This is an optimization exercise on Yosys and OpenROAD, whose aim is small area, not a production implementation. Function was checked by simulation only, so behaviour that the tests miss may differ from the original.

==> branch cedar: inputs <==
// rgb2ycrcb
module rgb2ycrcb(clk, rst, r, g, b, y, cr, cb);
	input        clk;
	input        rst;
	input  [9:0] r, g, b;
	output reg [9:0] y, cr, cb;
	reg [31:0] pa;
	reg [38:0] pb;
	reg rst1, rst2;
	wire kill = rst | rst1 | rst2;
	wire x1;
	gxn ux1 (.a(r[0]), .b(g[0]), .y(x1));
	wire c2;
	assign c2 = (r[0] | ~g[0]);
	wire i3;
	assign i3 = ~g[1];
	wire s4;
	wire c5;
	fa us4 (.a(r[1]), .b(i3), .c(c2), .s(s4), .co(c5));
	wire i6;
	assign i6 = ~g[2];
	wire s7;
	wire c8;
	fa us7 (.a(r[2]), .b(i6), .c(c5), .s(s7), .co(c8));
	wire i9;
	assign i9 = ~g[3];
	wire s10;
	wire c11;
	fa us10 (.a(r[3]), .b(i9), .c(c8), .s(s10), .co(c11));
	wire i12;
	assign i12 = ~g[4];
	wire s13;
	wire c14;
	fa us13 (.a(r[4]), .b(i12), .c(c11), .s(s13), .co(c14));
	wire i15;
	assign i15 = ~g[5];
	wire s16;
	wire c17;
	fa us16 (.a(r[5]), .b(i15), .c(c14), .s(s16), .co(c17));
	wire i18;
	assign i18 = ~g[6];
	wire s19;
	wire c20;
	fa us19 (.a(r[6]), .b(i18), .c(c17), .s(s19), .co(c20));
	wire i21;
	assign i21 = ~g[7];
	wire s22;
	wire c23;
	fa us22 (.a(r[7]), .b(i21), .c(c20), .s(s22), .co(c23));
	wire i24;
	assign i24 = ~g[8];
	wire s25;
	wire c26;
	fa us25 (.a(r[8]), .b(i24), .c(c23), .s(s25), .co(c26));
	wire i27;
	assign i27 = ~g[9];
	wire s28;
	wire c29;
  ...
Settings: LEC_CHECK=0, CAP_MARGIN=20, CORE_MARGIN=2, CORE_UTILIZATION=75, GPL_TIMING_DRIVEN=1, SLEW_MARGIN=20, SYNTH_HIERARCHICAL=1, SYNTH_MINIMUM_KEEP_SIZE=0; clock period 6.0 ns.
standard.sh (not shown) runs the stock make flow with config.mk's settings and CLKGATE_MAP_FILE= SYNTH_SCRIPT=/design/flow/synth_recipe.tcl, a recipe that flattens the netlist after the stock synthesis.
==> flow/flow/run.sh <==
#!/bin/bash
# Standard ORFS layout with two changes: small port buffers, and a clock tree of small
# buffers without dummy loads.
set -euo pipefail
bash standard.sh \
  "BUFFER_PORTS_ARGS=-buffer_cell sky130_fd_sc_hd__buf_1" \
  "CTS_ARGS=-sink_clustering_enable -repair_clock_nets -buf_list sky130_fd_sc_hd__clkbuf_8 -dont_use_dummy_load" \
  finish > make_finish.log 2>&1
==> branch zinc (differences from branch cedar) <==
--- a/flow/config.mk
+++ b/flow/config.mk
@@ -10,3 +10,3 @@
 export CORE_UTILIZATION = 75
-export GPL_TIMING_DRIVEN = 1
+export GPL_TIMING_DRIVEN = 0
 export SLEW_MARGIN = 20
==> comparison table <==
metric	branch cedar	branch zinc
Met2 WL post-DR	5.93 mm	6.06 mm
Filler cell count in the final layout	442	443
Number of global-route vias before repair	3780	3691
Multi-input gate share of total cell area	0.575	0.576
Total of cells resized after clock tree synthesis	0	1
CP Data Arrival Time	6.03 ns	6.13 ns
Placed cell count	582	581
Worst clock skew on the final layout	0.0333 ns	0.0331 ns
Area of the multi-input gates	0.00364 mm2	0.00364 mm2
Post-Place Setup Slack	0.113 ns	-0.113 ns
Signal buffers share of area	0.0420	0.0386
Run status	no timing/DRC/antenna violations	no timing/DRC/antenna violations
Length of routed met3 wiring	663 um	615 um

==> job 1716: inputs <==
rgb2ycrcb, a different RTL version from the one above (not shown whole).
Design rgb2ycrcb, start of the top module:
module rgb2ycrcb(clk, rst, r, g, b, y, cr, cb);
	input        clk;
	input        rst;
	input  [9:0] r, g, b;
	output reg [9:0] y, cr, cb;
	reg [31:0] pa;
	reg [33:0] pb;
	reg rst1, rst2;
	wire kill = rst | rst1 | rst2;
	wire x1;
	gxn ux1 (.a(r[0]), .b(g[0]), .y(x1));
	wire c2;
	assign c2 = (r[0] | ~g[0]);
	wire i3;
	assign i3 = ~g[1];
	wire s4;
	wire c5;
	fa us4 (.a(r[1]), .b(i3), .c(c2), .s(s4), .co(c5));
	wire i6;
	assign i6 = ~g[2];
	wire s7;
	wire c8;
	fa us7 (.a(r[2]), .b(i6), .c(c5), .s(s7), .co(c8));
	wire i9;
	assign i9 = ~g[3];
	wire s10;
	wire c11;
	fa us10 (.a(r[3]), .b(i9), .c(c8), .s(s10), .co(c11));
	wire i12;
	assign i12 = ~g[4];
	wire s13;
	wire c14;
	fa us13 (.a(r[4]), .b(i12), .c(c11), .s(s13), .co(c14));
	wire i15;
	assign i15 = ~g[5];
	wire s16;
	wire c17;
	fa us16 (.a(r[5]), .b(i15), .c(c14), .s(s16), .co(c17));
	wire i18;
	assign i18 = ~g[6];
	wire s19;
	wire c20;
	fa us19 (.a(r[6]), .b(i18), .c(c17), .s(s19), .co(c20));
	wire i21;
	assign i21 = ~g[7];
	wire s22;
	wire c23;
	fa us22 (.a(r[7]), .b(i21), .c(c20), .s(s22), .co(c23));
	wire i24;
  ...
export LEC_CHECK = 0
export CAP_MARGIN = 20
export CORE_MARGIN = 2
export CORE_UTILIZATION = 70
export SLEW_MARGIN = 20
export SYNTH_HIERARCHICAL = 1
export SYNTH_MINIMUM_KEEP_SIZE = 0
create_clock -name core_clock -period 6.0 [get_ports {clk}]
Scripts as last shown in full above: flow/flow/run.sh
==> inputs of job 1073, as changes to job 1716 <==
--- a/flow/config.mk
+++ b/flow/config.mk
@@ -8,5 +8,6 @@
 export CAP_MARGIN = 20
 export CORE_MARGIN = 2
-export CORE_UTILIZATION = 70
+export CORE_UTILIZATION = 75
+export GPL_TIMING_DRIVEN = 0
 export SLEW_MARGIN = 20
 export SYNTH_HIERARCHICAL = 1
==> inputs of job 8020, as changes to job 1716 <==
--- a/flow/config.mk
+++ b/flow/config.mk
@@ -9,4 +9,5 @@
 export CORE_MARGIN = 2
 export CORE_UTILIZATION = 70
+export GPL_TIMING_DRIVEN = 0
 export SLEW_MARGIN = 20
 export SYNTH_HIERARCHICAL = 1
==> summary of the runs <==
- In register-to-register slack, job 1073 and job 8020 hardly differ.
==> figures <==
Result of the run: job 1716 no timing/DRC/antenna violations; job 1073 no timing/DRC/antenna violations; job 8020 no timing/DRC/antenna violations
Detailed route wirelength on metal2: job 1716 5.72 mm; job 1073 6.17 mm; job 8020 5.38 mm
Capture instance of the worst register-to-register path: job 1716 cb[6]$_DFF_P_; job 1073 cb[7]$_DFF_P_; job 8020 cb[6]$_DFF_P_
Starting density of the core: job 1716 0.712; job 1073 0.784; job 8020 0.712
Worst slew pin tran: job 1716 0.771 ns; job 1073 0.840 ns; job 8020 0.790 ns
Tap Count: job 1716 108; job 1073 102; job 8020 108
Final std cells w/o fill: job 1716 629; job 1073 615; job 8020 622
Critical Path Max Stage Delay: job 1716 0.56 ns; job 1073 0.53 ns; job 8020 0.54 ns
Met3 usage in global routing: job 1716 0.0345; job 1073 0.0690; job 8020 0.0439

==> run a: inputs <==
rgb2ycrcb, a different RTL version from the one above (not shown whole).
clock: 6.0 ns
lec_check: 0
cap_margin: 20
core_margin: 2
core_utilization: 40
slew_margin: 20
synth_hierarchical: 1
synth_minimum_keep_size: 0
==> flow/flow/run.sh <==
#!/bin/bash
# Standard ORFS layout; the only change is the cell used for the port buffers.
set -euo pipefail
bash standard.sh "BUFFER_PORTS_ARGS=-buffer_cell sky130_fd_sc_hd__buf_1" finish > make_finish.log 2>&1
==> inputs of run b, as changes to run a <==
==> flow/flow/run.sh (replaced) <==
#!/bin/bash
# Standard ORFS layout with two changes: small port buffers, and a clock tree of small
# buffers without dummy loads.
set -euo pipefail
bash standard.sh \
  "BUFFER_PORTS_ARGS=-buffer_cell sky130_fd_sc_hd__buf_1" \
  "CTS_ARGS=-sink_clustering_enable -repair_clock_nets -buf_list sky130_fd_sc_hd__clkbuf_8 -dont_use_dummy_load" \
  finish > make_finish.log 2>&1
CORE_UTILIZATION = 70   (was 40)
==> notes.md <==
Between run a and run b, the lower non-clock buffer count is in run b (gap 1).
First-iteration DRC count: run b is smaller than run a (3.6%).
In synthesized cell count, run b and run a do not differ.

==> inputs of nickel <==
Another version of the RTL of rgb2ycrcb (not shown whole).
// rgb2ycrcb
module rgb2ycrcb(clk, rst, r, g, b, y, cr, cb);
	input        clk;
	input        rst;
	input  [9:0] r, g, b;
	output reg [9:0] y, cr, cb;
	reg [31:0] pa;
	reg [36:0] pb;
	reg rst1, rst2;
	wire kill = rst | rst1 | rst2;
	wire x1;
	gxn ux1 (.a(r[0]), .b(g[0]), .y(x1));
	wire c2;
	assign c2 = (r[0] | ~g[0]);
	wire i3;
	assign i3 = ~g[1];
	wire s4;
	wire c5;
	fa us4 (.a(r[1]), .b(i3), .c(c2), .s(s4), .co(c5));
	wire i6;
	assign i6 = ~g[2];
	wire s7;
	wire c8;
	fa us7 (.a(r[2]), .b(i6), .c(c5), .s(s7), .co(c8));
	wire i9;
	assign i9 = ~g[3];
	wire s10;
	wire c11;
	fa us10 (.a(r[3]), .b(i9), .c(c8), .s(s10), .co(c11));
	wire i12;
	assign i12 = ~g[4];
	wire s13;
	wire c14;
	fa us13 (.a(r[4]), .b(i12), .c(c11), .s(s13), .co(c14));
	wire i15;
	assign i15 = ~g[5];
	wire s16;
	wire c17;
	fa us16 (.a(r[5]), .b(i15), .c(c14), .s(s16), .co(c17));
	wire i18;
	assign i18 = ~g[6];
	wire s19;
	wire c20;
	fa us19 (.a(r[6]), .b(i18), .c(c17), .s(s19), .co(c20));
	wire i21;
	assign i21 = ~g[7];
	wire s22;
	wire c23;
	fa us22 (.a(r[7]), .b(i21), .c(c20), .s(s22), .co(c23));
	wire i24;
	assign i24 = ~g[8];
	wire s25;
	wire c26;
	fa us25 (.a(r[8]), .b(i24), .c(c23), .s(s25), .co(c26));
	wire i27;
	assign i27 = ~g[9];
	wire s28;
	wire c29;
	fa us28 (.a(r[9]), .b(i27), .c(c26), .s(s28), .co(c29));
	wire x30;
	gxn ux30 (.a(b[0]), .b(g[0]), .y(x30));
	wire c31;
	assign c31 = (b[0] & ~g[0]);
	wire s32;
	wire c33;
  ...
Settings: LEC_CHECK=0, CAP_MARGIN=20, CORE_MARGIN=2, CORE_UTILIZATION=75, GPL_TIMING_DRIVEN=0, SLEW_MARGIN=20, SYNTH_HIERARCHICAL=1, SYNTH_MINIMUM_KEEP_SIZE=0; clock period 6.0 ns.
==> flow/flow/run.sh <==
#!/bin/bash
# Standard ORFS layout with two changes: small port buffers, and a clock tree of small
# buffers without dummy loads.
set -euo pipefail
bash standard.sh \
  "BUFFER_PORTS_ARGS=-buffer_cell sky130_fd_sc_hd__buf_1" \
  "CTS_ARGS=-sink_clustering_enable -repair_clock_nets -buf_list sky130_fd_sc_hd__clkbuf_8 -sink_clustering_size 30 -sink_clustering_max_diameter 200 -sink_clustering_levels 1 -dont_use_dummy_load" \
  finish > make_finish.log 2>&1
==> inputs of violet, as changes to nickel <==
==> flow/flow/run.sh (replaced) <==
#!/bin/bash
# Standard ORFS layout with two changes: small port buffers, and a clock tree of small
# buffers without dummy loads.
set -euo pipefail
bash standard.sh \
  "BUFFER_PORTS_ARGS=-buffer_cell sky130_fd_sc_hd__buf_1" \
  "CTS_ARGS=-sink_clustering_enable -repair_clock_nets -buf_list {sky130_fd_sc_hd__clkbuf_4 sky130_fd_sc_hd__clkbuf_8} -dont_use_dummy_load" \
  finish > make_finish.log 2>&1
==> summary of the runs <==
In count of clock-buffer cells in the layout, nickel and violet do not differ.
Wire length is the same in nickel and violet.
In clock skew, nickel and violet do not differ.
In maximum frequency, violet and nickel do not differ.
In synthesized cell count, violet and nickel do not differ.
nickel produced a clean layout. violet passed the timing, DRC and antenna checks.
Area after synthesis is the same in nickel and violet.

==> static timing again, ports no longer ideal <==
In the flow no input, the clock included, has a driving cell. The finished layouts below were timed again as built, in two steps. Step 1 (the two cells are an assumption about what drives the block):
set clk [get_ports {clk}]
set_driving_cell -lib_cell sky130_fd_sc_hd__clkbuf_16 $clk
set_driving_cell -lib_cell sky130_fd_sc_hd__buf_2 [delete_from_list [all_inputs] $clk]
Step 2 moves the port delays by t, midway between the first and last clock arrival at a register: inputs arrive t later, outputs are due t later. That takes back most of the time a late clock gives input paths. a / b / c = ideal / step 1 / step 2; a / b = the first two.
| run | shift t [ns] | setup WS [ns] | worst register clock-pin slew, ns | worst data-port slew with drivers (ns) |
|---|---|---|---|---|
| branch cedar | 0.380 | 0.205 / 0.205 / 0.205 | 0.10 / 0.10 | 0.03 |
| branch zinc | 0.380 | 0.103 / 0.103 / 0.103 | 0.10 / 0.10 | 0.03 |
| job 1716 | 0.389 | 0.363 / 0.363 / 0.363 | 0.10 / 0.10 | 0.03 |
| job 1073 | 0.387 | 0.288 / 0.288 / 0.288 | 0.10 / 0.10 | 0.04 |
| job 8020 | 0.374 | 0.281 / 0.281 / 0.281 | 0.10 / 0.10 | 0.03 |
| run a | 0.384 | 0.844 / 0.844 / 0.735 | 0.07 / 0.07 | 0.03 |
| run b | 0.386 | 0.854 / 0.854 / 0.750 | 0.11 / 0.11 | 0.03 |
| nickel | 0.384 | 0.217 / 0.217 / 0.217 | 0.11 / 0.11 | 0.03 |
| violet | 0.384 | 0.217 / 0.217 / 0.217 | 0.11 / 0.11 | 0.03 |
After both steps setup and hold are still met in every run listed. The setup slack of run a, which loses most, moves by 0.000 ns with the drivers and by -0.109 ns with both steps.
